Source: an optimization exercise on an open RTL-to-GDS flow (aim: small area, a short achievable clock period and few clock cycles per item). Production flows keep margins and buffers that such runs may drop.
No functional check of the RTL was part of any run shown here.
Power figures rest on the tool's default switching activity, not on a simulated workload.

$ cat flow/run.sh
#!/bin/bash
# synth_recipe.tcl (not shown) runs the flow's synth.tcl, then flattens the netlist and writes it again
# the make line also repeats each setting of config.mk as NAME=value (left out here)
make -C /OpenROAD-flow-scripts/flow DESIGN_CONFIG=/design/flow/config.mk WORK_HOME=/design/flow/orfs CLKGATE_MAP_FILE= SYNTH_SCRIPT=/design/flow/synth_recipe.tcl finish
$ cat flow/constraint.sdc
create_clock -name core_clock -period 9.0 [get_ports {clk}]
set_input_delay 1.8000 -clock core_clock [delete_from_list [all_inputs] [get_ports {clk}]]
set_output_delay 1.8000 -clock core_clock [all_outputs]
set_load 0.01 [all_outputs]
$ cat flow/config.mk
export PLATFORM = sky130hd
export DESIGN_NAME = add_up
export DESIGN_NICKNAME = add_up
export VERILOG_FILES = /design/flow/design.v
export SDC_FILE = /design/flow/constraint.sdc
export NUM_CORES = 8
export LEC_CHECK = 0
export ABC_CLOCK_PERIOD_IN_PS = 3500
export CAP_MARGIN = 50
export CORE_MARGIN = 2
export CORE_UTILIZATION = 40
export SETUP_SLACK_MARGIN = 5
export SLEW_MARGIN = 50
$ cat flow/design.v
module tab0_0(input [3:0] a, output [13:0] c);
  localparam [15:0] Tc0 = 16'h0116;
  assign c[0] = Tc0[a];
  localparam [15:0] Tc1 = 16'h0116;
  assign c[1] = Tc1[a];
  localparam [15:0] Tc2 = 16'h6880;
  assign c[2] = Tc2[a];
  localparam [15:0] Tc3 = 16'h7ee8;
  assign c[3] = Tc3[a];
  localparam [15:0] Tc4 = 16'he996;
  assign c[4] = Tc4[a];
  localparam [15:0] Tc5 = 16'h7ee8;
  assign c[5] = Tc5[a];
  localparam [15:0] Tc6 = 16'he996;
  assign c[6] = Tc6[a];
  localparam [15:0] Tc7 = 16'h177e;
  assign c[7] = Tc7[a];
  localparam [15:0] Tc8 = 16'h9668;
  assign c[8] = Tc8[a];
  localparam [15:0] Tc9 = 16'h8116;
  assign c[9] = Tc9[a];
  localparam [15:0] Tc10 = 16'h1668;
  assign c[10] = Tc10[a];
  localparam [15:0] Tc11 = 16'he880;
  assign c[11] = Tc11[a];
  localparam [15:0] Tc12 = 16'h0000;
  assign c[12] = Tc12[a];
  localparam [15:0] Tc13 = 16'h0000;
  assign c[13] = Tc13[a];
endmodule
module tab0_1(input [3:0] a, output [13:0] c);
  localparam [15:0] Tc0 = 16'h381c;
  assign c[0] = Tc0[a];
  localparam [15:0] Tc1 = 16'h65ba;
  assign c[1] = Tc1[a];
  localparam [15:0] Tc2 = 16'h20ba;
  assign c[2] = Tc2[a];
  localparam [15:0] Tc3 = 16'h1c86;
  assign c[3] = Tc3[a];
  localparam [15:0] Tc4 = 16'h5924;
  assign c[4] = Tc4[a];
  localparam [15:0] Tc5 = 16'h5d04;
  assign c[5] = Tc5[a];
  localparam [15:0] Tc6 = 16'h08ae;
  assign c[6] = Tc6[a];
  localparam [15:0] Tc7 = 16'h6138;
  assign c[7] = Tc7[a];
  localparam [15:0] Tc8 = 16'h7130;
  assign c[8] = Tc8[a];
  localparam [15:0] Tc9 = 16'h4d0c;
  assign c[9] = Tc9[a];
  localparam [15:0] Tc10 = 16'h18a6;
  assign c[10] = Tc10[a];
  localparam [15:0] Tc11 = 16'h08ae;
  assign c[11] = Tc11[a];
  localparam [15:0] Tc12 = 16'h08ae;
  assign c[12] = Tc12[a];
  localparam [15:0] Tc13 = 16'h08ae;
  assign c[13] = Tc13[a];
endmodule
module tab0_2(input [3:0] a, output [13:0] c);
  localparam [15:0] Tc0 = 16'h6996;
  assign c[0] = Tc0[a];
  localparam [15:0] Tc1 = 16'h2902;
  assign c[1] = Tc1[a];
  localparam [15:0] Tc2 = 16'h4094;
  assign c[2] = Tc2[a];
  localparam [15:0] Tc3 = 16'h42d4;
  assign c[3] = Tc3[a];
  localparam [15:0] Tc4 = 16'h2942;
  assign c[4] = Tc4[a];
  localparam [15:0] Tc5 = 16'h4294;
  assign c[5] = Tc5[a];
  localparam [15:0] Tc6 = 16'h2942;
  assign c[6] = Tc6[a];
  localparam [15:0] Tc7 = 16'h2b02;
  assign c[7] = Tc7[a];
  localparam [15:0] Tc8 = 16'h4294;
  assign c[8] = Tc8[a];
  localparam [15:0] Tc9 = 16'h2942;
  assign c[9] = Tc9[a];
  localparam [15:0] Tc10 = 16'h4294;
  assign c[10] = Tc10[a];
  localparam [15:0] Tc11 = 16'h40d4;
  assign c[11] = Tc11[a];
  localparam [15:0] Tc12 = 16'h40d4;
  assign c[12] = Tc12[a];
  localparam [15:0] Tc13 = 16'h40d4;
  assign c[13] = Tc13[a];
endmodule
module tab0_3(input [3:0] a, output [13:0] c);
  localparam [15:0] Tc0 = 16'h45a2;
  assign c[0] = Tc0[a];
  localparam [15:0] Tc1 = 16'h793c;
  assign c[1] = Tc1[a];
  localparam [15:0] Tc2 = 16'h7130;
  assign c[2] = Tc2[a];
  localparam [15:0] Tc3 = 16'h249a;
  assign c[3] = Tc3[a];
  localparam [15:0] Tc4 = 16'h1c86;
  assign c[4] = Tc4[a];
  localparam [15:0] Tc5 = 16'h0c8e;
  assign c[5] = Tc5[a];
  localparam [15:0] Tc6 = 16'h30b2;
  assign c[6] = Tc6[a];
  localparam [15:0] Tc7 = 16'h5924;
  assign c[7] = Tc7[a];
  localparam [15:0] Tc8 = 16'h5d04;
  assign c[8] = Tc8[a];
  localparam [15:0] Tc9 = 16'h08ae;
  assign c[9] = Tc9[a];
  localparam [15:0] Tc10 = 16'h3492;
  assign c[10] = Tc10[a];
  localparam [15:0] Tc11 = 16'h30b2;
  assign c[11] = Tc11[a];
  localparam [15:0] Tc12 = 16'h30b2;
  assign c[12] = Tc12[a];
  localparam [15:0] Tc13 = 16'h30b2;
  assign c[13] = Tc13[a];
endmodule
module tab2_0(input [3:0] a, output [13:0] c);
  localparam [15:0] Tc0 = 16'h3432;
  assign c[0] = Tc0[a];
  localparam [15:0] Tc1 = 16'h3032;
  assign c[1] = Tc1[a];
  localparam [15:0] Tc2 = 16'h3fc2;
  assign c[2] = Tc2[a];
  localparam [15:0] Tc3 = 16'h5964;
  assign c[3] = Tc3[a];
  localparam [15:0] Tc4 = 16'h52b4;
  assign c[4] = Tc4[a];
  localparam [15:0] Tc5 = 16'h5f04;
  assign c[5] = Tc5[a];
  localparam [15:0] Tc6 = 16'hc992;
  assign c[6] = Tc6[a];
  localparam [15:0] Tc7 = 16'h0b42;
  assign c[7] = Tc7[a];
  localparam [15:0] Tc8 = 16'h5158;
  assign c[8] = Tc8[a];
  localparam [15:0] Tc9 = 16'h9d9c;
  assign c[9] = Tc9[a];
  localparam [15:0] Tc10 = 16'h1ee0;
  assign c[10] = Tc10[a];
  localparam [15:0] Tc11 = 16'he000;
  assign c[11] = Tc11[a];
  localparam [15:0] Tc12 = 16'h0000;
  assign c[12] = Tc12[a];
  localparam [15:0] Tc13 = 16'h0000;
  assign c[13] = Tc13[a];
endmodule
module tab2_1(input [3:0] a, output [13:0] c);
  localparam [15:0] Tc0 = 16'h0ff0;
  assign c[0] = Tc0[a];
  localparam [15:0] Tc1 = 16'h0f00;
  assign c[1] = Tc1[a];
  localparam [15:0] Tc2 = 16'h3ccc;
  assign c[2] = Tc2[a];
  localparam [15:0] Tc3 = 16'h9a5a;
  assign c[3] = Tc3[a];
  localparam [15:0] Tc4 = 16'h239c;
  assign c[4] = Tc4[a];
  localparam [15:0] Tc5 = 16'hcc10;
  assign c[5] = Tc5[a];
  localparam [15:0] Tc6 = 16'ha54a;
  assign c[6] = Tc6[a];
  localparam [15:0] Tc7 = 16'h500a;
  assign c[7] = Tc7[a];
  localparam [15:0] Tc8 = 16'h0ffa;
  assign c[8] = Tc8[a];
  localparam [15:0] Tc9 = 16'h5550;
  assign c[9] = Tc9[a];
  localparam [15:0] Tc10 = 16'hcc36;
  assign c[10] = Tc10[a];
  localparam [15:0] Tc11 = 16'hccfe;
  assign c[11] = Tc11[a];
  localparam [15:0] Tc12 = 16'hccfe;
  assign c[12] = Tc12[a];
  localparam [15:0] Tc13 = 16'hccfe;
  assign c[13] = Tc13[a];
endmodule
module tab2_2(input [3:0] a, output [13:0] c);
  localparam [15:0] Tc0 = 16'h6666;
  assign c[0] = Tc0[a];
  localparam [15:0] Tc1 = 16'heeee;
  assign c[1] = Tc1[a];
  localparam [15:0] Tc2 = 16'hb4b4;
  assign c[2] = Tc2[a];
  localparam [15:0] Tc3 = 16'h37c8;
  assign c[3] = Tc3[a];
  localparam [15:0] Tc4 = 16'h6d5a;
  assign c[4] = Tc4[a];
  localparam [15:0] Tc5 = 16'h85a0;
  assign c[5] = Tc5[a];
  localparam [15:0] Tc6 = 16'h9c66;
  assign c[6] = Tc6[a];
  localparam [15:0] Tc7 = 16'h2644;
  assign c[7] = Tc7[a];
  localparam [15:0] Tc8 = 16'h6222;
  assign c[8] = Tc8[a];
  localparam [15:0] Tc9 = 16'hdd22;
  assign c[9] = Tc9[a];
  localparam [15:0] Tc10 = 16'h5a78;
  assign c[10] = Tc10[a];
  localparam [15:0] Tc11 = 16'h5070;
  assign c[11] = Tc11[a];
  localparam [15:0] Tc12 = 16'h5070;
  assign c[12] = Tc12[a];
  localparam [15:0] Tc13 = 16'h5070;
  assign c[13] = Tc13[a];
endmodule
module tab2_3(input [3:0] a, output [13:0] c);
  localparam [15:0] Tc0 = 16'h33cc;
  assign c[0] = Tc0[a];
  localparam [15:0] Tc1 = 16'hffcc;
  assign c[1] = Tc1[a];
  localparam [15:0] Tc2 = 16'h99aa;
  assign c[2] = Tc2[a];
  localparam [15:0] Tc3 = 16'h1ef0;
  assign c[3] = Tc3[a];
  localparam [15:0] Tc4 = 16'h8666;
  assign c[4] = Tc4[a];
  localparam [15:0] Tc5 = 16'he888;
  assign c[5] = Tc5[a];
  localparam [15:0] Tc6 = 16'hc33c;
  assign c[6] = Tc6[a];
  localparam [15:0] Tc7 = 16'hf330;
  assign c[7] = Tc7[a];
  localparam [15:0] Tc8 = 16'hc0fc;
  assign c[8] = Tc8[a];
  localparam [15:0] Tc9 = 16'h300c;
  assign c[9] = Tc9[a];
  localparam [15:0] Tc10 = 16'h969a;
  assign c[10] = Tc10[a];
  localparam [15:0] Tc11 = 16'hb2ba;
  assign c[11] = Tc11[a];
  localparam [15:0] Tc12 = 16'hb2ba;
  assign c[12] = Tc12[a];
  localparam [15:0] Tc13 = 16'hb2ba;
  assign c[13] = Tc13[a];
endmodule
module tab1_0(input [7:0] a, output [13:0] h, output [13:0] l);
  localparam [15:0] Th0 = 16'h6996;
  assign h[0] = Th0[a[7:4]];
  localparam [15:0] Th1 = 16'h177e;
  assign h[1] = Th1[a[7:4]];
  localparam [15:0] Th2 = 16'hf00e;
  assign h[2] = Th2[a[7:4]];
  localparam [15:0] Th3 = 16'h9968;
  assign h[3] = Th3[a[7:4]];
  localparam [15:0] Th4 = 16'h4bda;
  assign h[4] = Th4[a[7:4]];
  localparam [15:0] Th5 = 16'ha1a0;
  assign h[5] = Th5[a[7:4]];
  localparam [15:0] Th6 = 16'hf1f0;
  assign h[6] = Th6[a[7:4]];
  localparam [15:0] Th7 = 16'h3d3c;
  assign h[7] = Th7[a[7:4]];
  localparam [15:0] Th8 = 16'h5756;
  assign h[8] = Th8[a[7:4]];
  localparam [15:0] Th9 = 16'hfffe;
  assign h[9] = Th9[a[7:4]];
  localparam [15:0] Th10 = 16'h9668;
  assign h[10] = Th10[a[7:4]];
  localparam [15:0] Th11 = 16'he880;
  assign h[11] = Th11[a[7:4]];
  localparam [15:0] Th12 = 16'h0000;
  assign h[12] = Th12[a[7:4]];
  localparam [15:0] Th13 = 16'h0000;
  assign h[13] = Th13[a[7:4]];
  localparam [15:0] Tl0 = 16'h33cc;
  assign l[0] = Tl0[a[3:0]];
  localparam [15:0] Tl1 = 16'h3cf0;
  assign l[1] = Tl1[a[3:0]];
  localparam [15:0] Tl2 = 16'h6aaa;
  assign l[2] = Tl2[a[3:0]];
  localparam [15:0] Tl3 = 16'hb3cc;
  assign l[3] = Tl3[a[3:0]];
  localparam [15:0] Tl4 = 16'hcc00;
  assign l[4] = Tl4[a[3:0]];
  localparam [15:0] Tl5 = 16'h9696;
  assign l[5] = Tl5[a[3:0]];
  localparam [15:0] Tl6 = 16'hb2b2;
  assign l[6] = Tl6[a[3:0]];
  localparam [15:0] Tl7 = 16'he718;
  assign l[7] = Tl7[a[3:0]];
  localparam [15:0] Tl8 = 16'hc4dc;
  assign l[8] = Tl8[a[3:0]];
  localparam [15:0] Tl9 = 16'h07e0;
  assign l[9] = Tl9[a[3:0]];
  localparam [15:0] Tl10 = 16'hf800;
  assign l[10] = Tl10[a[3:0]];
  localparam [15:0] Tl11 = 16'h0000;
  assign l[11] = Tl11[a[3:0]];
  localparam [15:0] Tl12 = 16'h0000;
  assign l[12] = Tl12[a[3:0]];
  localparam [15:0] Tl13 = 16'h0000;
  assign l[13] = Tl13[a[3:0]];
endmodule
module tab1_1(input [7:0] a, output [13:0] h, output [13:0] l);
  localparam [15:0] Th0 = 16'h9966;
  assign h[0] = Th0[a[7:4]];
  localparam [15:0] Th1 = 16'h1188;
  assign h[1] = Th1[a[7:4]];
  localparam [15:0] Th2 = 16'h4b5a;
  assign h[2] = Th2[a[7:4]];
  localparam [15:0] Th3 = 16'h38c6;
  assign h[3] = Th3[a[7:4]];
  localparam [15:0] Th4 = 16'h6ea8;
  assign h[4] = Th4[a[7:4]];
  localparam [15:0] Th5 = 16'h1696;
  assign h[5] = Th5[a[7:4]];
  localparam [15:0] Th6 = 16'h54d4;
  assign h[6] = Th6[a[7:4]];
  localparam [15:0] Th7 = 16'h5b24;
  assign h[7] = Th7[a[7:4]];
  localparam [15:0] Th8 = 16'h93c8;
  assign h[8] = Th8[a[7:4]];
  localparam [15:0] Th9 = 16'h1300;
  assign h[9] = Th9[a[7:4]];
  localparam [15:0] Th10 = 16'h8a66;
  assign h[10] = Th10[a[7:4]];
  localparam [15:0] Th11 = 16'h8aee;
  assign h[11] = Th11[a[7:4]];
  localparam [15:0] Th12 = 16'h8aee;
  assign h[12] = Th12[a[7:4]];
  localparam [15:0] Th13 = 16'h8aee;
  assign h[13] = Th13[a[7:4]];
  localparam [15:0] Tl0 = 16'hc33c;
  assign l[0] = Tl0[a[3:0]];
  localparam [15:0] Tl1 = 16'h65a6;
  assign l[1] = Tl1[a[3:0]];
  localparam [15:0] Tl2 = 16'h89c8;
  assign l[2] = Tl2[a[3:0]];
  localparam [15:0] Tl3 = 16'hc23c;
  assign l[3] = Tl3[a[3:0]];
  localparam [15:0] Tl4 = 16'hcf0c;
  assign l[4] = Tl4[a[3:0]];
  localparam [15:0] Tl5 = 16'h9aa6;
  assign l[5] = Tl5[a[3:0]];
  localparam [15:0] Tl6 = 16'h75ae;
  assign l[6] = Tl6[a[3:0]];
  localparam [15:0] Tl7 = 16'h0f5e;
  assign l[7] = Tl7[a[3:0]];
  localparam [15:0] Tl8 = 16'hf00e;
  assign l[8] = Tl8[a[3:0]];
  localparam [15:0] Tl9 = 16'ha554;
  assign l[9] = Tl9[a[3:0]];
  localparam [15:0] Tl10 = 16'hc968;
  assign l[10] = Tl10[a[3:0]];
  localparam [15:0] Tl11 = 16'h0180;
  assign l[11] = Tl11[a[3:0]];
  localparam [15:0] Tl12 = 16'h0100;
  assign l[12] = Tl12[a[3:0]];
  localparam [15:0] Tl13 = 16'h0100;
  assign l[13] = Tl13[a[3:0]];
endmodule
module tab1_2(input [7:0] a, output [13:0] h, output [13:0] l);
  localparam [15:0] Th0 = 16'h6996;
  assign h[0] = Th0[a[7:4]];
  localparam [15:0] Th1 = 16'h188e;
  assign h[1] = Th1[a[7:4]];
  localparam [15:0] Th2 = 16'ha224;
  assign h[2] = Th2[a[7:4]];
  localparam [15:0] Th3 = 16'h6992;
  assign h[3] = Th3[a[7:4]];
  localparam [15:0] Th4 = 16'he87e;
  assign h[4] = Th4[a[7:4]];
  localparam [15:0] Th5 = 16'h2432;
  assign h[5] = Th5[a[7:4]];
  localparam [15:0] Th6 = 16'hecfe;
  assign h[6] = Th6[a[7:4]];
  localparam [15:0] Th7 = 16'he30e;
  assign h[7] = Th7[a[7:4]];
  localparam [15:0] Th8 = 16'hdcc2;
  assign h[8] = Th8[a[7:4]];
  localparam [15:0] Th9 = 16'h33ce;
  assign h[9] = Th9[a[7:4]];
  localparam [15:0] Th10 = 16'h5a94;
  assign h[10] = Th10[a[7:4]];
  localparam [15:0] Th11 = 16'h50d4;
  assign h[11] = Th11[a[7:4]];
  localparam [15:0] Th12 = 16'h50d4;
  assign h[12] = Th12[a[7:4]];
  localparam [15:0] Th13 = 16'h50d4;
  assign h[13] = Th13[a[7:4]];
  localparam [15:0] Tl0 = 16'h5a5a;
  assign l[0] = Tl0[a[3:0]];
  localparam [15:0] Tl1 = 16'hc6c6;
  assign l[1] = Tl1[a[3:0]];
  localparam [15:0] Tl2 = 16'h0df2;
  assign l[2] = Tl2[a[3:0]];
  localparam [15:0] Tl3 = 16'h5558;
  assign l[3] = Tl3[a[3:0]];
  localparam [15:0] Tl4 = 16'h0f0a;
  assign l[4] = Tl4[a[3:0]];
  localparam [15:0] Tl5 = 16'h669c;
  assign l[5] = Tl5[a[3:0]];
  localparam [15:0] Tl6 = 16'hb42c;
  assign l[6] = Tl6[a[3:0]];
  localparam [15:0] Tl7 = 16'hfb0c;
  assign l[7] = Tl7[a[3:0]];
  localparam [15:0] Tl8 = 16'h55a6;
  assign l[8] = Tl8[a[3:0]];
  localparam [15:0] Tl9 = 16'h3362;
  assign l[9] = Tl9[a[3:0]];
  localparam [15:0] Tl10 = 16'h6978;
  assign l[10] = Tl10[a[3:0]];
  localparam [15:0] Tl11 = 16'h7170;
  assign l[11] = Tl11[a[3:0]];
  localparam [15:0] Tl12 = 16'h7170;
  assign l[12] = Tl12[a[3:0]];
  localparam [15:0] Tl13 = 16'h7170;
  assign l[13] = Tl13[a[3:0]];
endmodule
module tab1_3(input [7:0] a, output [13:0] h, output [13:0] l);
  localparam [15:0] Th0 = 16'h6996;
  assign h[0] = Th0[a[7:4]];
  localparam [15:0] Th1 = 16'hb224;
  assign h[1] = Th1[a[7:4]];
  localparam [15:0] Th2 = 16'hccc8;
  assign h[2] = Th2[a[7:4]];
  localparam [15:0] Th3 = 16'h6996;
  assign h[3] = Th3[a[7:4]];
  localparam [15:0] Th4 = 16'h188e;
  assign h[4] = Th4[a[7:4]];
  localparam [15:0] Th5 = 16'h077e;
  assign h[5] = Th5[a[7:4]];
  localparam [15:0] Th6 = 16'h00fe;
  assign h[6] = Th6[a[7:4]];
  localparam [15:0] Th7 = 16'haa54;
  assign h[7] = Th7[a[7:4]];
  localparam [15:0] Th8 = 16'h0fa4;
  assign h[8] = Th8[a[7:4]];
  localparam [15:0] Th9 = 16'hf004;
  assign h[9] = Th9[a[7:4]];
  localparam [15:0] Th10 = 16'h9692;
  assign h[10] = Th10[a[7:4]];
  localparam [15:0] Th11 = 16'hb2b2;
  assign h[11] = Th11[a[7:4]];
  localparam [15:0] Th12 = 16'hb2b2;
  assign h[12] = Th12[a[7:4]];
  localparam [15:0] Th13 = 16'hb2b2;
  assign h[13] = Th13[a[7:4]];
  localparam [15:0] Tl0 = 16'h6666;
  assign l[0] = Tl0[a[3:0]];
  localparam [15:0] Tl1 = 16'h11ee;
  assign l[1] = Tl1[a[3:0]];
  localparam [15:0] Tl2 = 16'h5ab4;
  assign l[2] = Tl2[a[3:0]];
  localparam [15:0] Tl3 = 16'h6cc8;
  assign l[3] = Tl3[a[3:0]];
  localparam [15:0] Tl4 = 16'he666;
  assign l[4] = Tl4[a[3:0]];
  localparam [15:0] Tl5 = 16'h4bb4;
  assign l[5] = Tl5[a[3:0]];
  localparam [15:0] Tl6 = 16'h155e;
  assign l[6] = Tl6[a[3:0]];
  localparam [15:0] Tl7 = 16'hc3c2;
  assign l[7] = Tl7[a[3:0]];
  localparam [15:0] Tl8 = 16'hcfce;
  assign l[8] = Tl8[a[3:0]];
  localparam [15:0] Tl9 = 16'hfc02;
  assign l[9] = Tl9[a[3:0]];
  localparam [15:0] Tl10 = 16'h6664;
  assign l[10] = Tl10[a[3:0]];
  localparam [15:0] Tl11 = 16'h4444;
  assign l[11] = Tl11[a[3:0]];
  localparam [15:0] Tl12 = 16'h4444;
  assign l[12] = Tl12[a[3:0]];
  localparam [15:0] Tl13 = 16'h4444;
  assign l[13] = Tl13[a[3:0]];
endmodule
module tab3_0(input [7:0] a, output [13:0] h, output [13:0] l);
  localparam [15:0] Th0 = 16'h0ff0;
  assign h[0] = Th0[a[7:4]];
  localparam [15:0] Th1 = 16'ha5aa;
  assign h[1] = Th1[a[7:4]];
  localparam [15:0] Th2 = 16'h9c66;
  assign h[2] = Th2[a[7:4]];
  localparam [15:0] Th3 = 16'hb0d2;
  assign h[3] = Th3[a[7:4]];
  localparam [15:0] Th4 = 16'hbf02;
  assign h[4] = Th4[a[7:4]];
  localparam [15:0] Th5 = 16'h2664;
  assign h[5] = Th5[a[7:4]];
  localparam [15:0] Th6 = 16'hfb44;
  assign h[6] = Th6[a[7:4]];
  localparam [15:0] Th7 = 16'hc378;
  assign h[7] = Th7[a[7:4]];
  localparam [15:0] Th8 = 16'h0380;
  assign h[8] = Th8[a[7:4]];
  localparam [15:0] Th9 = 16'h595a;
  assign h[9] = Th9[a[7:4]];
  localparam [15:0] Th10 = 16'hf40a;
  assign h[10] = Th10[a[7:4]];
  localparam [15:0] Th11 = 16'h000a;
  assign h[11] = Th11[a[7:4]];
  localparam [15:0] Th12 = 16'h000a;
  assign h[12] = Th12[a[7:4]];
  localparam [15:0] Th13 = 16'h000a;
  assign h[13] = Th13[a[7:4]];
  localparam [15:0] Tl0 = 16'h6996;
  assign l[0] = Tl0[a[3:0]];
  localparam [15:0] Tl1 = 16'hd442;
  assign l[1] = Tl1[a[3:0]];
  localparam [15:0] Tl2 = 16'hf0f2;
  assign l[2] = Tl2[a[3:0]];
  localparam [15:0] Tl3 = 16'h9964;
  assign l[3] = Tl3[a[3:0]];
  localparam [15:0] Tl4 = 16'hbb22;
  assign l[4] = Tl4[a[3:0]];
  localparam [15:0] Tl5 = 16'hdd44;
  assign l[5] = Tl5[a[3:0]];
  localparam [15:0] Tl6 = 16'h77ee;
  assign l[6] = Tl6[a[3:0]];
  localparam [15:0] Tl7 = 16'h00ee;
  assign l[7] = Tl7[a[3:0]];
  localparam [15:0] Tl8 = 16'h6688;
  assign l[8] = Tl8[a[3:0]];
  localparam [15:0] Tl9 = 16'h22aa;
  assign l[9] = Tl9[a[3:0]];
  localparam [15:0] Tl10 = 16'he196;
  assign l[10] = Tl10[a[3:0]];
  localparam [15:0] Tl11 = 16'h1f7e;
  assign l[11] = Tl11[a[3:0]];
  localparam [15:0] Tl12 = 16'hfffe;
  assign l[12] = Tl12[a[3:0]];
  localparam [15:0] Tl13 = 16'hfffe;
  assign l[13] = Tl13[a[3:0]];
endmodule
module tab3_1(input [7:0] a, output [13:0] h, output [13:0] l);
  localparam [15:0] Th0 = 16'h33cc;
  assign h[0] = Th0[a[7:4]];
  localparam [15:0] Th1 = 16'hc3f0;
  assign h[1] = Th1[a[7:4]];
  localparam [15:0] Th2 = 16'h9596;
  assign h[2] = Th2[a[7:4]];
  localparam [15:0] Th3 = 16'h2ad4;
  assign h[3] = Th3[a[7:4]];
  localparam [15:0] Th4 = 16'h3318;
  assign h[4] = Th4[a[7:4]];
  localparam [15:0] Th5 = 16'h5a86;
  assign h[5] = Th5[a[7:4]];
  localparam [15:0] Th6 = 16'hc642;
  assign h[6] = Th6[a[7:4]];
  localparam [15:0] Th7 = 16'ha8a8;
  assign h[7] = Th7[a[7:4]];
  localparam [15:0] Th8 = 16'hff00;
  assign h[8] = Th8[a[7:4]];
  localparam [15:0] Th9 = 16'h0ff0;
  assign h[9] = Th9[a[7:4]];
  localparam [15:0] Th10 = 16'hcc3c;
  assign h[10] = Th10[a[7:4]];
  localparam [15:0] Th11 = 16'hccfc;
  assign h[11] = Th11[a[7:4]];
  localparam [15:0] Th12 = 16'hccfc;
  assign h[12] = Th12[a[7:4]];
  localparam [15:0] Th13 = 16'hccfc;
  assign h[13] = Th13[a[7:4]];
  localparam [15:0] Tl0 = 16'h6996;
  assign l[0] = Tl0[a[3:0]];
  localparam [15:0] Tl1 = 16'h2b42;
  assign l[1] = Tl1[a[3:0]];
  localparam [15:0] Tl2 = 16'hd402;
  assign l[2] = Tl2[a[3:0]];
  localparam [15:0] Tl3 = 16'h6994;
  assign l[3] = Tl3[a[3:0]];
  localparam [15:0] Tl4 = 16'he78e;
  assign l[4] = Tl4[a[3:0]];
  localparam [15:0] Tl5 = 16'h1f7e;
  assign l[5] = Tl5[a[3:0]];
  localparam [15:0] Tl6 = 16'h0f0e;
  assign l[6] = Tl6[a[3:0]];
  localparam [15:0] Tl7 = 16'h6968;
  assign l[7] = Tl7[a[3:0]];
  localparam [15:0] Tl8 = 16'hdbda;
  assign l[8] = Tl8[a[3:0]];
  localparam [15:0] Tl9 = 16'ha1a0;
  assign l[9] = Tl9[a[3:0]];
  localparam [15:0] Tl10 = 16'h9866;
  assign l[10] = Tl10[a[3:0]];
  localparam [15:0] Tl11 = 16'h88ee;
  assign l[11] = Tl11[a[3:0]];
  localparam [15:0] Tl12 = 16'h88ee;
  assign l[12] = Tl12[a[3:0]];
  localparam [15:0] Tl13 = 16'h88ee;
  assign l[13] = Tl13[a[3:0]];
endmodule
module tab3_2(input [7:0] a, output [13:0] h, output [13:0] l);
  localparam [15:0] Th0 = 16'h9696;
  assign h[0] = Th0[a[7:4]];
  localparam [15:0] Th1 = 16'h17e8;
  assign h[1] = Th1[a[7:4]];
  localparam [15:0] Th2 = 16'h18f0;
  assign h[2] = Th2[a[7:4]];
  localparam [15:0] Th3 = 16'h8666;
  assign h[3] = Th3[a[7:4]];
  localparam [15:0] Th4 = 16'he888;
  assign h[4] = Th4[a[7:4]];
  localparam [15:0] Th5 = 16'h55aa;
  assign h[5] = Th5[a[7:4]];
  localparam [15:0] Th6 = 16'h5500;
  assign h[6] = Th6[a[7:4]];
  localparam [15:0] Th7 = 16'h99cc;
  assign h[7] = Th7[a[7:4]];
  localparam [15:0] Th8 = 16'hbbaa;
  assign h[8] = Th8[a[7:4]];
  localparam [15:0] Th9 = 16'h22cc;
  assign h[9] = Th9[a[7:4]];
  localparam [15:0] Th10 = 16'h3cf0;
  assign h[10] = Th10[a[7:4]];
  localparam [15:0] Th11 = 16'h30f0;
  assign h[11] = Th11[a[7:4]];
  localparam [15:0] Th12 = 16'h30f0;
  assign h[12] = Th12[a[7:4]];
  localparam [15:0] Th13 = 16'h30f0;
  assign h[13] = Th13[a[7:4]];
  localparam [15:0] Tl0 = 16'ha55a;
  assign l[0] = Tl0[a[3:0]];
  localparam [15:0] Tl1 = 16'h0a50;
  assign l[1] = Tl1[a[3:0]];
  localparam [15:0] Tl2 = 16'h339c;
  assign l[2] = Tl2[a[3:0]];
  localparam [15:0] Tl3 = 16'h694a;
  assign l[3] = Tl3[a[3:0]];
  localparam [15:0] Tl4 = 16'h24fa;
  assign l[4] = Tl4[a[3:0]];
  localparam [15:0] Tl5 = 16'he3c6;
  assign l[5] = Tl5[a[3:0]];
  localparam [15:0] Tl6 = 16'h10ce;
  assign l[6] = Tl6[a[3:0]];
  localparam [15:0] Tl7 = 16'h66a8;
  assign l[7] = Tl7[a[3:0]];
  localparam [15:0] Tl8 = 16'h78f0;
  assign l[8] = Tl8[a[3:0]];
  localparam [15:0] Tl9 = 16'h70f0;
  assign l[9] = Tl9[a[3:0]];
  localparam [15:0] Tl10 = 16'hd5aa;
  assign l[10] = Tl10[a[3:0]];
  localparam [15:0] Tl11 = 16'hffaa;
  assign l[11] = Tl11[a[3:0]];
  localparam [15:0] Tl12 = 16'hffaa;
  assign l[12] = Tl12[a[3:0]];
  localparam [15:0] Tl13 = 16'hffaa;
  assign l[13] = Tl13[a[3:0]];
endmodule
module tab3_3(input [7:0] a, output [13:0] h, output [13:0] l);
  localparam [15:0] Th0 = 16'h5a5a;
  assign h[0] = Th0[a[7:4]];
  localparam [15:0] Th1 = 16'h3636;
  assign h[1] = Th1[a[7:4]];
  localparam [15:0] Th2 = 16'hcd32;
  assign h[2] = Th2[a[7:4]];
  localparam [15:0] Th3 = 16'h5a68;
  assign h[3] = Th3[a[7:4]];
  localparam [15:0] Th4 = 16'hfada;
  assign h[4] = Th4[a[7:4]];
  localparam [15:0] Th5 = 16'h39c6;
  assign h[5] = Th5[a[7:4]];
  localparam [15:0] Th6 = 16'h073e;
  assign h[6] = Th6[a[7:4]];
  localparam [15:0] Th7 = 16'haa54;
  assign h[7] = Th7[a[7:4]];
  localparam [15:0] Th8 = 16'h5a0e;
  assign h[8] = Th8[a[7:4]];
  localparam [15:0] Th9 = 16'h9c98;
  assign h[9] = Th9[a[7:4]];
  localparam [15:0] Th10 = 16'hbaba;
  assign h[10] = Th10[a[7:4]];
  localparam [15:0] Th11 = 16'hbaba;
  assign h[11] = Th11[a[7:4]];
  localparam [15:0] Th12 = 16'hbaba;
  assign h[12] = Th12[a[7:4]];
  localparam [15:0] Th13 = 16'hbaba;
  assign h[13] = Th13[a[7:4]];
  localparam [15:0] Tl0 = 16'h6996;
  assign l[0] = Tl0[a[3:0]];
  localparam [15:0] Tl1 = 16'h4d24;
  assign l[1] = Tl1[a[3:0]];
  localparam [15:0] Tl2 = 16'h2b62;
  assign l[2] = Tl2[a[3:0]];
  localparam [15:0] Tl3 = 16'h8e78;
  assign l[3] = Tl3[a[3:0]];
  localparam [15:0] Tl4 = 16'h33bc;
  assign l[4] = Tl4[a[3:0]];
  localparam [15:0] Tl5 = 16'hcc30;
  assign l[5] = Tl5[a[3:0]];
  localparam [15:0] Tl6 = 16'hccfc;
  assign l[6] = Tl6[a[3:0]];
  localparam [15:0] Tl7 = 16'h3c0c;
  assign l[7] = Tl7[a[3:0]];
  localparam [15:0] Tl8 = 16'hf30c;
  assign l[8] = Tl8[a[3:0]];
  localparam [15:0] Tl9 = 16'hff0c;
  assign l[9] = Tl9[a[3:0]];
  localparam [15:0] Tl10 = 16'h969a;
  assign l[10] = Tl10[a[3:0]];
  localparam [15:0] Tl11 = 16'hb2ba;
  assign l[11] = Tl11[a[3:0]];
  localparam [15:0] Tl12 = 16'hb2ba;
  assign l[12] = Tl12[a[3:0]];
  localparam [15:0] Tl13 = 16'hb2ba;
  assign l[13] = Tl13[a[3:0]];
endmodule
`timescale 1ns / 1ps
module add_up(
    input [14:0] in,
    output [17:0] out1,output [17:0] out2,
    output [17:0] out4,output [17:0] out3,
    input clk,
    input rst,
    input in_valid,
    output in_ready,
    output out_valid
    );
assign in_ready = 1'b1;
reg  [14:0] in_r;
reg         v_r;         
reg  [3:0]  cnt;         
reg         dir;         
reg         pact;        
reg  [3:0]  pj;          
reg         shift;       
reg         pv;          
reg  [3:0]  cnt_n, pj_n;
reg         dir_n, pact_n, v_n;
always @(*) begin
    cnt_n = cnt; pj_n = pj; dir_n = dir; pact_n = pact;
    v_n = in_valid & ~rst;
    if (pv) begin
        pj_n = pj + 4'd1;
        if (pj == 4'd15) pact_n = 1'b0;
    end
    if (v_r) begin
        cnt_n = cnt + 4'd1;
        if (cnt == 4'd15) begin
            dir_n = ~dir; pact_n = 1'b1; pj_n = 4'd0;
        end
    end
    if (rst) begin
        cnt_n = 4'd0; pj_n = 4'd0; dir_n = 1'b0; pact_n = 1'b0;
    end
end
wire shift_n = v_n | (pact_n & (cnt_n == 4'd0));
always @(posedge clk) begin
    in_r  <= in;
    v_r   <= v_n;
    cnt   <= cnt_n; pj <= pj_n; dir <= dir_n; pact <= pact_n;
    shift <= shift_n;
    pv    <= shift_n & pact_n;
end
wire [15:0] p;           
dct_array ua(.clk(clk), .shift(shift), .dir(dir), .smp(in_r), .p(p));
wire [3:0] x0b, x2b;     
wire [7:0] db;           
dct_serial us(.clk(clk), .pv(pv), .first(pj == 4'd0), .p(p), .x0b(x0b), .x2b(x2b), .db(db));
wire [3:0] a0 = {x0b[0], x0b[1], x0b[2], x0b[3]};      
wire [3:0] a2 = {x2b[0], x2b[1], x2b[2], x2b[3]};
wire [7:0] a1 = {db[0], db[1], db[2], db[3], db[4], db[5], db[6], db[7]};
reg  [7:0] XO [0:3];     
reg  [7:0] XE [0:3];     
reg  [3:0] V;            
reg  [3:0] J [0:3];      
integer i;
always @(posedge clk) begin
    XO[0] <= a1; XE[0] <= {a0, a2}; J[0] <= pj;
    for (i = 1; i < 4; i = i + 1) begin XO[i] <= XO[i - 1]; XE[i] <= XE[i - 1]; J[i] <= J[i - 1]; end
    if (rst) V <= 4'd0;
    else     V <= {V[2:0], pv};
end
wire [12:0] res [0:15];  
reg  [3:0]  fin;         
genvar k;
generate
    for (k = 0; k < 4; k = k + 1) begin : grp
        wire [13:0] c0w, c2w, h1, l1, h3, l3;
        reg         first, last;
        reg  [15:0] mask;                    
        wire [3:0]  jp = (k == 0) ? pj : J[(k == 0) ? 0 : k - 1];
        if (k == 0) begin : t0
            tab0_0 u0(XE[0][7:4], c0w); tab1_0 u1(XO[0], h1, l1);
            tab2_0 u2(XE[0][3:0], c2w); tab3_0 u3(XO[0], h3, l3);
        end else if (k == 1) begin : t1
            tab0_1 u0(XE[1][7:4], c0w); tab1_1 u1(XO[1], h1, l1);
            tab2_1 u2(XE[1][3:0], c2w); tab3_1 u3(XO[1], h3, l3);
        end else if (k == 2) begin : t2
            tab0_2 u0(XE[2][7:4], c0w); tab1_2 u1(XO[2], h1, l1);
            tab2_2 u2(XE[2][3:0], c2w); tab3_2 u3(XO[2], h3, l3);
        end else begin : t3
            tab0_3 u0(XE[3][7:4], c0w); tab1_3 u1(XO[3], h1, l1);
            tab2_3 u2(XE[3][3:0], c2w); tab3_3 u3(XO[3], h3, l3);
        end
        genvar b;
        for (b = 0; b < 16; b = b + 1) begin : mk
            always @(posedge clk) mask[b] <= (jp >= 15 - b);
        end
        always @(posedge clk) begin
            first <= (jp == 4'd0);
            last  <= (jp == 4'd15);
            if (rst) fin[k] <= 1'b0;
            else     fin[k] <= V[k] & last;
        end
        dct_acc1 r0(.clk(clk), .v(V[k]), .first(first), .last(last), .mask(mask), .c(c0w), .res(res[4 * k + 0]));
        dct_acc2 r1(.clk(clk), .v(V[k]), .first(first), .last(last), .mask(mask), .h(h1), .l(l1), .res(res[4 * k + 1]));
        dct_acc1 r2(.clk(clk), .v(V[k]), .first(first), .last(last), .mask(mask), .c(c2w), .res(res[4 * k + 2]));
        dct_acc2 r3(.clk(clk), .v(V[k]), .first(first), .last(last), .mask(mask), .h(h3), .l(l3), .res(res[4 * k + 3]));
    end
endgenerate
reg [12:0] o1, o2, o3, o4;
reg        ov;
always @(posedge clk) begin
    if (rst) ov <= 1'b0;
    else     ov <= |fin;
    o1 <= ({13{fin[0]}} & res[0])  | ({13{fin[1]}} & res[4])  | ({13{fin[2]}} & res[8])  | ({13{fin[3]}} & res[12]);
    o2 <= ({13{fin[0]}} & res[1])  | ({13{fin[1]}} & res[5])  | ({13{fin[2]}} & res[9])  | ({13{fin[3]}} & res[13]);
    o3 <= ({13{fin[0]}} & res[2])  | ({13{fin[1]}} & res[6])  | ({13{fin[2]}} & res[10]) | ({13{fin[3]}} & res[14]);
    o4 <= ({13{fin[0]}} & res[3])  | ({13{fin[1]}} & res[7])  | ({13{fin[2]}} & res[11]) | ({13{fin[3]}} & res[15]);
end
assign out_valid = ov;
assign out1 = {o1, 5'd0};
assign out2 = {o2, 5'd0};
assign out3 = {o3, 5'd0};
assign out4 = {o4, 5'd0};
endmodule
module dct_array(
    input clk, input shift, input dir, input [14:0] smp,
    output [15:0] p
    );
reg  [15:0] M [0:15];
wire [15:0] inb;
genvar r, c;
generate
    for (c = 0; c < 16; c = c + 1) begin : ib
        if (c == 0) begin : z
            assign inb[c] = 1'b0;
        end else begin : b
            assign inb[c] = smp[15 - c];
        end
    end
    for (r = 0; r < 16; r = r + 1) begin : row
        for (c = 0; c < 16; c = c + 1) begin : col
            wire dn = (r == 0) ? inb[c] : M[(r == 0) ? 0 : r - 1][c];
            wire rt = (c == 0) ? inb[r] : M[r][(c == 0) ? 0 : c - 1];
            always @(posedge clk)
                if (shift) M[r][c] <= dir ? rt : dn;
        end
    end
    for (c = 0; c < 16; c = c + 1) begin : pl
        assign p[c] = dir ? M[15 - c][15] : M[15][15 - c];
    end
endgenerate
endmodule
module dct_serial(
    input clk, input pv, input first, input [15:0] p,
    output [3:0] x0b, output [3:0] x2b, output [7:0] db
    );
reg  [7:0] cs, cd;
reg  [3:0] c0, c2;
wire [7:0] sb;
wire [7:0] cs_in = first ? 8'h00 : cs;
wire [7:0] cd_in = first ? 8'hff : cd;
wire [3:0] c0_in = first ? 4'h0 : c0;
wire [3:0] c2_in = first ? 4'hf : c2;
wire [7:0] ncs, ncd;
wire [3:0] nc0, nc2;
genvar m;
generate
    for (m = 0; m < 8; m = m + 1) begin : sa
        wire a = p[m], b = p[15 - m];
        assign sb[m]  = a ^ b ^ cs_in[m];
        assign ncs[m] = (a & b) | (a & cs_in[m]) | (b & cs_in[m]);
        assign db[m]  = a ^ ~b ^ cd_in[m];
        assign ncd[m] = (a & ~b) | (a & cd_in[m]) | (~b & cd_in[m]);
    end
    for (m = 0; m < 4; m = m + 1) begin : sb2
        wire a = sb[m], b = sb[7 - m];
        assign x0b[m] = a ^ b ^ c0_in[m];
        assign nc0[m] = (a & b) | (a & c0_in[m]) | (b & c0_in[m]);
        assign x2b[m] = a ^ ~b ^ c2_in[m];
        assign nc2[m] = (a & ~b) | (a & c2_in[m]) | (~b & c2_in[m]);
    end
endgenerate
always @(posedge clk)
    if (pv) begin
        cs <= ncs; cd <= ncd; c0 <= nc0; c2 <= nc2;
    end
endmodule
module dct_acc1(
    input clk, input v, input first, input last, input [15:0] mask,
    input [13:0] c, output [12:0] res
    );
reg  [15:0] R;
wire [15:0] cx   = {{2{c[13]}}, c} ^ {16{last}};
wire [15:0] sum;
dct_add16 ad(.a({R[15], R[15:1]}), .b(cx), .cin(last), .s(sum));
always @(posedge clk)
    if (v) R <= {first ? c[13] : sum[15], sum[14:0] & mask[14:0]};
assign res = R[12:0];
endmodule
module dct_acc2(
    input clk, input v, input first, input last, input [15:0] mask,
    input [13:0] h, input [13:0] l, output [12:0] res
    );
reg  [15:0] R;
wire [15:0] hx   = {{2{h[13]}}, h} ^ {16{last}};
wire [15:0] lx   = {{2{l[13]}}, l} ^ {16{last}};
wire [15:0] base = first ? 16'd0 : {R[15], R[15:1]};
wire [15:0] s1   = base ^ hx ^ lx;
wire [15:0] c1   = (base & hx) | (base & lx) | (hx & lx);
wire [15:0] sum;
dct_add16 ad(.a(s1), .b({c1[14:0], last}), .cin(last), .s(sum));    
always @(posedge clk)
    if (v) R <= sum & mask;
assign res = R[12:0];
endmodule
module dct_add16(input [15:0] a, input [15:0] b, input cin, output [15:0] s);
wire [16:0] t = {a, cin} + {b, cin};
assign s = t[16:1];
endmodule
==> out/qor.csv, run 1 <==
stage,metric,value,unit
critical_path,reg2reg setup slack,5030,ps
critical_path,CP Launch Type,flop,
sta,unrepaired setup endpoints after global routing,true,
critical_path,crit end category,flop,
critical_path,Register-to-Register Path Depth,16,
floorplan,num rows,131,
critical_path,RR Endpoint,grp[2].r3.R[12],
synthesis,sequential share of the synthesized area,40.2,%
grt,met3 usage,3.00,%
route,DRC viols,0,
placement,dpl hpwl,96.5,mm
pwr,total power draw,11.2,mW
grt,met2 Usage GRT,31.1,%
synthesis,Synth Register Bits,764,
floorplan,Initial Util,40.3,%
sta,slew margin rel.,48.3,%
synthesis,Synth Cell Area,51300,um^2
critical_path,FF-to-FF Start,XO[2][1],
pwr,maximum vdd drop,0.152,mV
critical_path,WP data arrival,4420,ps
sta,Setup TNS,0,ps
clock_network,Root Driver,clkbuf_16,
sta,Achievable Freq,252,MHz
clock_network,TritonCTS clock tree,built,
grt,largest net degree at the start of global routing,93,
clock_network,CTS Buffer Depth,3,
synthesis,"Distinct cells, synth",81,
finish,Layout Cells excl Fill,6734,
floorplan,Die X,362,um
clock_network,H-Tree Depth,3,
route,via count,36000,
route,number of routed nets with antenna violations,0,
critical_path,WS Path Type,flop to flop,
pwr,Leak Pwr,23.5,nW
grt,GRT Util Overall,19.7,%
synthesis,post-synthesis cell count,4886,
synthesis,syn_area_per_cell,10.5,um^2
grt,vias in the first global route,34000,
route,vias per cell,5.34,
pwr,PwrDens,191,nW/um^2
sta,setup ws final,5030,ps
route,DRT iter0 DRCs,2918,
sta,worst slew pin tran,775,ps
sta,Fin Hold WS,393,ps
floorplan,Chip Height,362,um
route,DRT Wirelength,133,mm
grt,first-pass GRT wire length,200,mm
sta,skew final,46.0,ps
placement,Placer Congestion,0.930,
grt,initial antenna violation count,1,
route,Pre-Repair DR Iteration Count,7,
placement,"Cell Area, Placed",53700,um^2
finish,fin nets,5558,
worst_hold_path,worst hold start,XE[2][5],
worst_hold_path,Hold Path Class,flop to flop,
outcome,outcome,"complete, no violations",
finish,fin util,46.2,%
grt,grt ovf,0,
clock_network,CTS Buf Count,89,
floorplan,Die ar.,131000,um^2
finish,most frequent cells in the layout,"edfxtp_1, ha_1, inv_1, nand2_1, xnor2_1",
floorplan,core box area,128000,um^2
synthesis,Post-synth ARST share,0,%
finish,design area,58900,um^2
clock_network,clk sinks,764,
critical_path,CP required,9450,ps
sta,endpoints failing setup,0,
synthesis,Synth top area share,31.3,%
sta,Tmin final,3970,ps
placement,input/output buffers,70,
sta,post-route clock period utilization,44.1,%
synthesis,Yosys warning total,12,
worst_hold_path,Hold Path Stages,0,
synthesis,post-synth top area cell,edfxtp_1,
synthesis,ranking of synthesized cells by area,"edfxtp_1, ha_1, dfxtp_1",
placement,dpl cells,6464,
critical_path,Crit Path Max Fanout,5,
placement,setup slack at placement,4030,ps
grt,routing usage on met1,27.5,%
synthesis,"EDFF count, synth",535,
worst_hold_path,Worst Hold Endpoint,XE[3][5],
floorplan,io pins,92,
finish,share of layout cells above drive strength 1,15.7,%
sta,Fin. Hold Viols,0,
clock_network,later-pin clock latency in the skew report,700,ps
synthesis,Synth Flop Type,edfxtp_1,
job,max-capacitance violation count,0,
sta,max-slew violation count,0,
finish,Area growth syn-to-layout,14.8,%
grt,gr busiest metal,met2,
finish,"commonest non-fill, non-tap cell in the layout",edfxtp_1,
route,DR WL/cell,19.8,um
clock_network,"Clk pin slew, worst setup/hold paths",70,ps
## final cells by class
cell class	instances	area [um^2]
Multi-Input combinational cell	3567	29600
Fill cell	11700	68600
Sequential cell	764	20800
Tap cell	1662	2080
Clock inverter	49	502
Antenna cell	1	2.50
Clock buffer	117	2530
Timing Repair Buffer	208	2010
Inverter	366	1440
## synth_stat cells, drive strengths merged (39+ instances only)
library cell and count:
fa 140, a211oi 45, clkbuf 132, nand2 285, a21o 98, nand2b 164, nor2b 81, mux2i 94
xor2 163, nand3 39, a21oi 301, buf 76, and2 149, a22oi 112, xnor2 298, dfxtp 229
inv 359, edfxtp 535, mux2 264, o21a 51, nor3 53, o21ai 229, nor2 199, ha 404
## report_power, final
group / internal [mW] / switching [mW] / total (mW)
Clock: 2.13 / 1.60 / 3.73
Combinational: 1.57 / 1.97 / 3.54
Sequential: 3.83 / 0.129 / 3.96
## critical path, stage by stage, from the launching register on
cell	delay, ps
dfxtp_4	360
clkinvlp_4	130
buf_4	170
ha_2	190
mux2i_1	190
mux2i_1	140
xnor2_1	200
fa_1	500
inv_1	40
ha_1	220
or3_4	410
a211oi_4	220
o31ai_2	110
a21o_1	210
o41ai_2	390
xnor2_1	110
and2_1	160
## how the worst max path moves through the flow
| stage | slack [ps] | from | endpoint |
|---|---|---|---|
| after floorplan | 5010 | XO[2][5] | grp[2].r1.R[14] |
| after global placement | 4060 | XO[2][5] | grp[2].r1.R[14] |
| after detailed placement | 4030 | grp[1].last | grp[1].r1.R[13] |
| after CTS | 4980 | XO[0][5] | grp[0].r3.R[15] |
| after global routing | 4910 | XO[1][5] | grp[1].r1.R[15] |
| final | 5030 | XO[2][1] | grp[2].r3.R[12] |
## timing repair
item,4_1_cts,5_1_grt
resized for setup,132,182
setup endpoints to repair,90,63
cloned,0,1
pin swaps,8,64
buffers inserted,28,71
hold buffers,0,0
## cell families after synthesis
kind of cell,count (synthesis),synth area share [%]
multiplexers,358,7.64
XOR/XNOR,462,7.92
AND/OR/NAND/NOR,1126,11.4
adder cells (fa/ha/maj),544,15.3
AO/OA/AOI/OAI,1056,13.1
buffers and inverters,574,4.39
other,2,0.0146
flip-flops,764,40.2
## registers in the layout (all words and copies together), names as in the netlist, 15 cells and up
name	count
grp.r1.R	64
grp.r0.R	64
XE	32
grp.r2.R	64
grp.r3.R	64
in_r	15
grp.mask	56
ua.M	255
XO	32
## layer usage
layer / vias to the layer above / part of all wire, %
li1: 17400 / -
met4: 0 / 3.4
met2: 946 / 46
met3: 212 / 5.8
met1: 17400 / 45
met5: - / 0
==> run 2, diff against run 1 <==
--- a/flow/design.v
+++ b/flow/design.v
@@ -760,12 +760,13 @@
 reg  [7:0] XO [0:3];     
 reg  [7:0] XE [0:3];     
-reg  [3:0] V;            
-reg  [3:0] J [0:3];      
+reg  [4:0] V;            
+reg  [3:0] J [0:4];      
 integer i;
 always @(posedge clk) begin
     XO[0] <= a1; XE[0] <= {a0, a2}; J[0] <= pj;
-    for (i = 1; i < 4; i = i + 1) begin XO[i] <= XO[i - 1]; XE[i] <= XE[i - 1]; J[i] <= J[i - 1]; end
-    if (rst) V <= 4'd0;
-    else     V <= {V[2:0], pv};
+    for (i = 1; i < 4; i = i + 1) begin XO[i] <= XO[i - 1]; XE[i] <= XE[i - 1]; end
+    for (i = 1; i < 5; i = i + 1) J[i] <= J[i - 1];
+    if (rst) V <= 5'd0;
+    else     V <= {V[3:0], pv};
 end
 wire [12:0] res [0:15];  
@@ -775,7 +776,7 @@
     for (k = 0; k < 4; k = k + 1) begin : grp
         wire [13:0] c0w, c2w, h1, l1, h3, l3;
-        reg         first, last;
-        reg  [15:0] mask;                    
-        wire [3:0]  jp = (k == 0) ? pj : J[(k == 0) ? 0 : k - 1];
+        reg  [13:0] c0, c1, c2, c3;
+        reg         first, ns, last;
+        wire [14:0] mask;
         if (k == 0) begin : t0
             tab0_0 u0(XE[0][7:4], c0w); tab1_0 u1(XO[0], h1, l1);
@@ -792,17 +793,24 @@
         end
         genvar b;
-        for (b = 0; b < 16; b = b + 1) begin : mk
-            always @(posedge clk) mask[b] <= (jp >= 15 - b);
+        for (b = 0; b < 13; b = b + 1) begin : mk
+            assign mask[b] = (J[k + 1] >= 15 - b);
         end
+        assign mask[13] = 1'b1;
+        assign mask[14] = (J[k + 1] != 4'd0);
         always @(posedge clk) begin
-            first <= (jp == 4'd0);
-            last  <= (jp == 4'd15);
+            c0    <= c0w;
+            c1    <= h1 + l1;
+            c2    <= c2w;
+            c3    <= h3 + l3;
+            first <= (J[k] == 4'd0);
+            ns    <= (J[k] == 4'd1) | (J[k] == 4'd2);
+            last  <= (J[k] == 4'd15);
             if (rst) fin[k] <= 1'b0;
-            else     fin[k] <= V[k] & last;
+            else     fin[k] <= V[k + 1] & last;
         end
-        dct_acc1 r0(.clk(clk), .v(V[k]), .first(first), .last(last), .mask(mask), .c(c0w), .res(res[4 * k + 0]));
-        dct_acc2 r1(.clk(clk), .v(V[k]), .first(first), .last(last), .mask(mask), .h(h1), .l(l1), .res(res[4 * k + 1]));
-        dct_acc1 r2(.clk(clk), .v(V[k]), .first(first), .last(last), .mask(mask), .c(c2w), .res(res[4 * k + 2]));
-        dct_acc2 r3(.clk(clk), .v(V[k]), .first(first), .last(last), .mask(mask), .h(h3), .l(l3), .res(res[4 * k + 3]));
+        dct_acc r0(.clk(clk), .v(V[k + 1]), .first(first), .ns(ns), .neg(last), .mask(mask), .c(c0),  .res(res[4 * k + 0]));
+        dct_acc r1(.clk(clk), .v(V[k + 1]), .first(first), .ns(ns), .neg(last), .mask(mask), .c(c1),  .res(res[4 * k + 1]));
+        dct_acc r2(.clk(clk), .v(V[k + 1]), .first(first), .ns(ns), .neg(last), .mask(mask), .c(c2),  .res(res[4 * k + 2]));
+        dct_acc r3(.clk(clk), .v(V[k + 1]), .first(first), .ns(ns), .neg(last), .mask(mask), .c(c3),  .res(res[4 * k + 3]));
     end
 endgenerate
@@ -840,6 +848,7 @@
     for (r = 0; r < 16; r = r + 1) begin : row
         for (c = 0; c < 16; c = c + 1) begin : col
-            wire dn = (r == 0) ? inb[c] : M[(r == 0) ? 0 : r - 1][c];
-            wire rt = (c == 0) ? inb[r] : M[r][(c == 0) ? 0 : c - 1];
+            localparam P = (r + c) % 2;
+            wire dn = (r == 0) ? inb[c] ^ P : ~M[(r == 0) ? 0 : r - 1][c];
+            wire rt = (c == 0) ? inb[r] ^ P : ~M[r][(c == 0) ? 0 : c - 1];
             always @(posedge clk)
                 if (shift) M[r][c] <= dir ? rt : dn;
@@ -847,5 +856,6 @@
     end
     for (c = 0; c < 16; c = c + 1) begin : pl
-        assign p[c] = dir ? M[15 - c][15] : M[15][15 - c];
+        localparam P = c % 2;            
+        assign p[c] = (dir ? M[15 - c][15] : M[15][15 - c]) ^ P;
     end
 endgenerate
@@ -886,34 +896,21 @@
     end
 endmodule
-module dct_acc1(
-    input clk, input v, input first, input last, input [15:0] mask,
-    input [13:0] c, output [12:0] res
-    );
-reg  [15:0] R;
-wire [15:0] cx   = {{2{c[13]}}, c} ^ {16{last}};
-wire [15:0] sum;
-dct_add16 ad(.a({R[15], R[15:1]}), .b(cx), .cin(last), .s(sum));
-always @(posedge clk)
-    if (v) R <= {first ? c[13] : sum[15], sum[14:0] & mask[14:0]};
-assign res = R[12:0];
+module dct_base(input [14:0] R, input ns, output [14:0] base);
+assign base = {ns & R[14], ns ? R[13] : R[14], ~ns & R[13], R[12:1]};
 endmodule
-module dct_acc2(
-    input clk, input v, input first, input last, input [15:0] mask,
-    input [13:0] h, input [13:0] l, output [12:0] res
+module dct_acc(
+    input clk, input v, input first, input ns, input neg, input [14:0] mask,
+    input [13:0] c, output [12:0] res
     );
-reg  [15:0] R;
-wire [15:0] hx   = {{2{h[13]}}, h} ^ {16{last}};
-wire [15:0] lx   = {{2{l[13]}}, l} ^ {16{last}};
-wire [15:0] base = first ? 16'd0 : {R[15], R[15:1]};
-wire [15:0] s1   = base ^ hx ^ lx;
-wire [15:0] c1   = (base & hx) | (base & lx) | (hx & lx);
-wire [15:0] sum;
-dct_add16 ad(.a(s1), .b({c1[14:0], last}), .cin(last), .s(sum));    
+reg  [14:0] R;
+wire [14:0] base, sum;
+dct_base bs(R, ns, base);
+wire [14:0] op = {1'b0, ~c[13], c[12:0] ^ {13{neg}}};
+dct_add15 ad(.a(base), .b(op), .s(sum));
 always @(posedge clk)
-    if (v) R <= sum & mask;
+    if (v) R <= {sum[14] & mask[14], first ? ~c[13] : sum[13], sum[12:0] & mask[12:0]};
 assign res = R[12:0];
 endmodule
-module dct_add16(input [15:0] a, input [15:0] b, input cin, output [15:0] s);
-wire [16:0] t = {a, cin} + {b, cin};
-assign s = t[16:1];
+module dct_add15(input [14:0] a, input [14:0] b, output [14:0] s);
+assign s = a + b;
 endmodule
==> flow/flow/run.sh (new file) <==
#!/bin/bash
# Standard layout, repair of the worst paths aiming at a 3 ns period, plain buffers on the ports.
set -o pipefail
bash standard.sh SETUP_SLACK_MARGIN=6 TNS_END_PERCENT=5 "BUFFER_PORTS_ARGS=-buffer_cell sky130_fd_sc_hd__buf_2" finish > standard.log 2>&1
==> flow/standard.sh (new file) <==
#!/bin/bash
# synth_recipe.tcl (not shown) runs the flow's synth.tcl, then flattens the netlist and writes it again
# the make line also repeats each setting of config.mk as NAME=value (left out here)
make -C /OpenROAD-flow-scripts/flow DESIGN_CONFIG=/design/flow/config.mk WORK_HOME=/design/flow/orfs CLKGATE_MAP_FILE= SYNTH_SCRIPT=/design/flow/synth_recipe.tcl "${@:-finish}"
removed: flow/run.sh
==> out/qor.csv, run 2 <==
stage,metric,value,unit
outcome,outcome,"complete, no violations",
placement,dpl cells,6457,
sta,Fin Hold WS,394,ps
synthesis,main combinational cell family by area after synthesis,compound AO/OA/AOI/OAI gates,
sta,slew margin rel.,47.9,%
pwr,total power draw,13.2,mW
sta,max-slew violation count,0,
clock_network,clk sinks,898,
finish,Largest register FFs,255,
finish,largest register by flop count,ua.M,
synthesis,mux cell area share after synthesis,7.00,%
floorplan,Chip Height,362,um
sta,unrepaired setup endpoints after global routing,true,
pwr,maximum vdd drop,0.165,mV
critical_path,WP data arrival,3600,ps
critical_path,WS Path Type,flop to flop,
synthesis,syn_area_per_cell,10.6,um^2
finish,"commonest non-fill, non-tap cell in the layout",edfxtp_1,
pwr,PwrDens,225,nW/um^2
route,DRC viols,0,
sta,Setup TNS,0,ps
critical_path,critical path's top delay family,compound AO/OA/AOI/OAI gates,
synthesis,post-synth top area cell,edfxtp_1,
route,DR WL/cell,19.3,um
critical_path,crit-path max cell delay,430,ps
finish,Area growth syn-to-layout,13.9,%
placement,input/output buffers,70,
synthesis,Synth Cell Area,51400,um^2
floorplan,core box area,128000,um^2
job,max-capacitance violation count,0,
pwr,Leak Pwr,23.6,nW
grt,initial antenna violation count,2,
sta,Fin. Hold Viols,0,
synthesis,"top cells by count, synth","edfxtp_1, ha_1, dfxtp_1, nor2_1, nand2_1",
placement,dpl hpwl,93.5,mm
critical_path,Crit Path Max Fanout,12,
synthesis,Synth Register Bits,898,
route,DRT iter0 DRCs,2642,
clock_network,TritonCTS clock tree,built,
critical_path,CP required,9460,ps
floorplan,io pins,92,
floorplan,Initial Util,40.3,%
synthesis,Post-Synth Simple-Gate Area,10.5,%
synthesis,Yosys warning total,11,
grt,grt ovf,0,
grt,largest net degree at the start of global routing,95,
clock_network,"Clk pin slew, worst setup/hold paths",60,ps
grt,GRT Util Overall,19.1,%
sta,Tmin final,3140,ps
finish,Layout Cells excl Fill,6719,
floorplan,num rows,131,
synthesis,Synth Area in Compound Gates,13.6,%
synthesis,xor and xnor fraction of the mapped netlist area,7.65,%
critical_path,slowest CP cell,fa_1,
finish,fin util,45.9,%
clock_network,H-Tree Depth,3,
placement,"Cell Area, Placed",53600,um^2
critical_path,CP Launch Type,flop,
finish,most frequent cells in the layout,"edfxtp_1, ha_1, nor2_1, nand2_1, dfxtp_1",
synthesis,sequential share of the synthesized area,45.1,%
synthesis,ranking of synthesized cells by area,"edfxtp_1, dfxtp_1, ha_1",
sta,post-route clock period utilization,34.9,%
grt,vias in the first global route,34800,
finish,design area,58500,um^2
route,Pre-Repair DR Iteration Count,6,
floorplan,Die X,362,um
sta,setup ws final,5860,ps
synthesis,Post-synth ARST share,0,%
synthesis,"EDFF count, synth",519,
synthesis,Synth top area share,30.3,%
critical_path,worst-path cell chain,buf_12 -> xor2_1 -> ha_1 -> fa_1 -> a21o_1 -> a41oi_1 -> o21ai_2 -> o31ai_2 -> o21bai_1 -> a31oi_1 -> mux2_2,
clock_network,later-pin clock latency in the skew report,730,ps
clock_network,CTS Buffer Depth,3,
finish,fill cell count,11800,
synthesis,post-synthesis cell count,4867,
finish,fin nets,5492,
route,vias per cell,5.39,
synthesis,"Distinct cells, synth",86,
synthesis,Synth Area in Adders,12.9,%
sta,worst slew pin tran,782,ps
grt,first-pass GRT wire length,196,mm
floorplan,Die ar.,131000,um^2
worst_hold_path,Hold Path Class,flop to flop,
route,via count,36200,
critical_path,reg2reg setup slack,5860,ps
clock_network,CTS Buf Count,99,
synthesis,most common cell in the netlist,edfxtp_1,
sta,Achievable Freq,318,MHz
clock_network,Root Driver,clkbuf_16,
critical_path,CP Buf/Inv Count,1,
route,DRT Wirelength,130,mm
route,number of routed nets with antenna violations,0,
placement,setup slack at placement,5020,ps
sta,skew final,27.7,ps
placement,Placer Congestion,0.898,
critical_path,crit end category,flop,
synthesis,Synth Flop Type,edfxtp_1,
sta,endpoints failing setup,0,
finish,share of layout cells above drive strength 1,12.1,%
## run 2: worst reg2reg max path, cell delays in order (launching register included)
cell      delay, ps
dfxtp_2         370
buf_12          180
xor2_1          180
ha_1            250
fa_1            430
a21o_1          200
a41oi_1         260
o21ai_2         120
o31ai_2         240
o21bai_1        140
a31oi_1         200
mux2_2          340
## run 2: cells by family after synthesis
kind of cell,Yosys count
muxes,350
DFF,898
and+or+nand+nor,1158
xor gates and xnor gates,449
adders and majority gates,503
other,2
AOI/OAI and AO/OA,1098
buffers and inverters,409
## run 2: power by group
| group | switching (mW) | total, mW | internal [mW] |
|---|---|---|---|
| Sequential | 0.338 | 5.10 | 4.76 |
| Combinational | 2.24 | 4.04 | 1.80 |
| Clock | 1.73 | 4.04 | 2.32 |
## run 2: repair_timing
item | in CTS | in global routing
gates resized for setup | 92 | 129
gates cloned | 3 | 6
endpoints found under the setup margin | 170 | 142
buffers inserted | 28 | 37
hold buffers | 0 | 0
pin swaps | 12 | 51
## run 2: per-layer routing
layer | track usage, % | up-vias | share of wire, %
li1 | - | 17700 | -
met5 | 0 | - | 0
met2 | 32.7 | 900 | 49
met4 | 7.61 | 0 | 4.1
met3 | 2.66 | 229 | 4.9
met1 | 24.2 | 17400 | 42
## run 2: layout make-up
class	count	area, um^2	area share, %
tap	1662	2080	3.55
antenna	1	2.50	0.00427
timing repair buffer	176	1630	2.78
clock buffer	147	2920	5.00
sequential	898	23300	39.8
inverter	217	847	1.45
multi-input combinational	3579	27400	46.9
clock inverter	39	317	0.541
## run 2: final timing paths
kind,startpoint,end,cells after the start
setup / recovery,grp[2].last,grp[2].r3.R[12],11
hold / removal,J[0][3],J[1][3],0
setup reg to reg,grp[2].last,grp[2].r3.R[12],11
hold reg to reg,J[0][3],J[1][3],0

[afterwards: timing with drivers on the ports]
How much do the figures lean on ideal ports? The routed layouts below were timed once more, with nothing changed but the port constraints.
Step 1 sets driving cells, clkbuf_16 on the clock port and buf_2 on the other inputs (assumed; they add their load-dependent delay and slew).
Step 2 also shifts input and output timing later by t, the mid clock arrival at the registers, as if the neighbouring blocks saw the same clock.
Three values: ideal, step 1, step 2; two values: the first two.
run | t, ns | slack for setup (ns) | hold WS [ns] | worst register clock-pin slew, ns | cell pins on the clock port's net
run 1 | 0.748 | 5.029 / 5.029 / 5.029 | 0.393 / 0.393 / 0.393 | 0.07 / 0.07 | 1
run 2 | 0.780 | 5.857 / 5.857 / 5.857 | 0.394 / 0.394 / 0.394 | 0.07 / 0.07 | 1
After both steps every run listed still meets setup and hold.
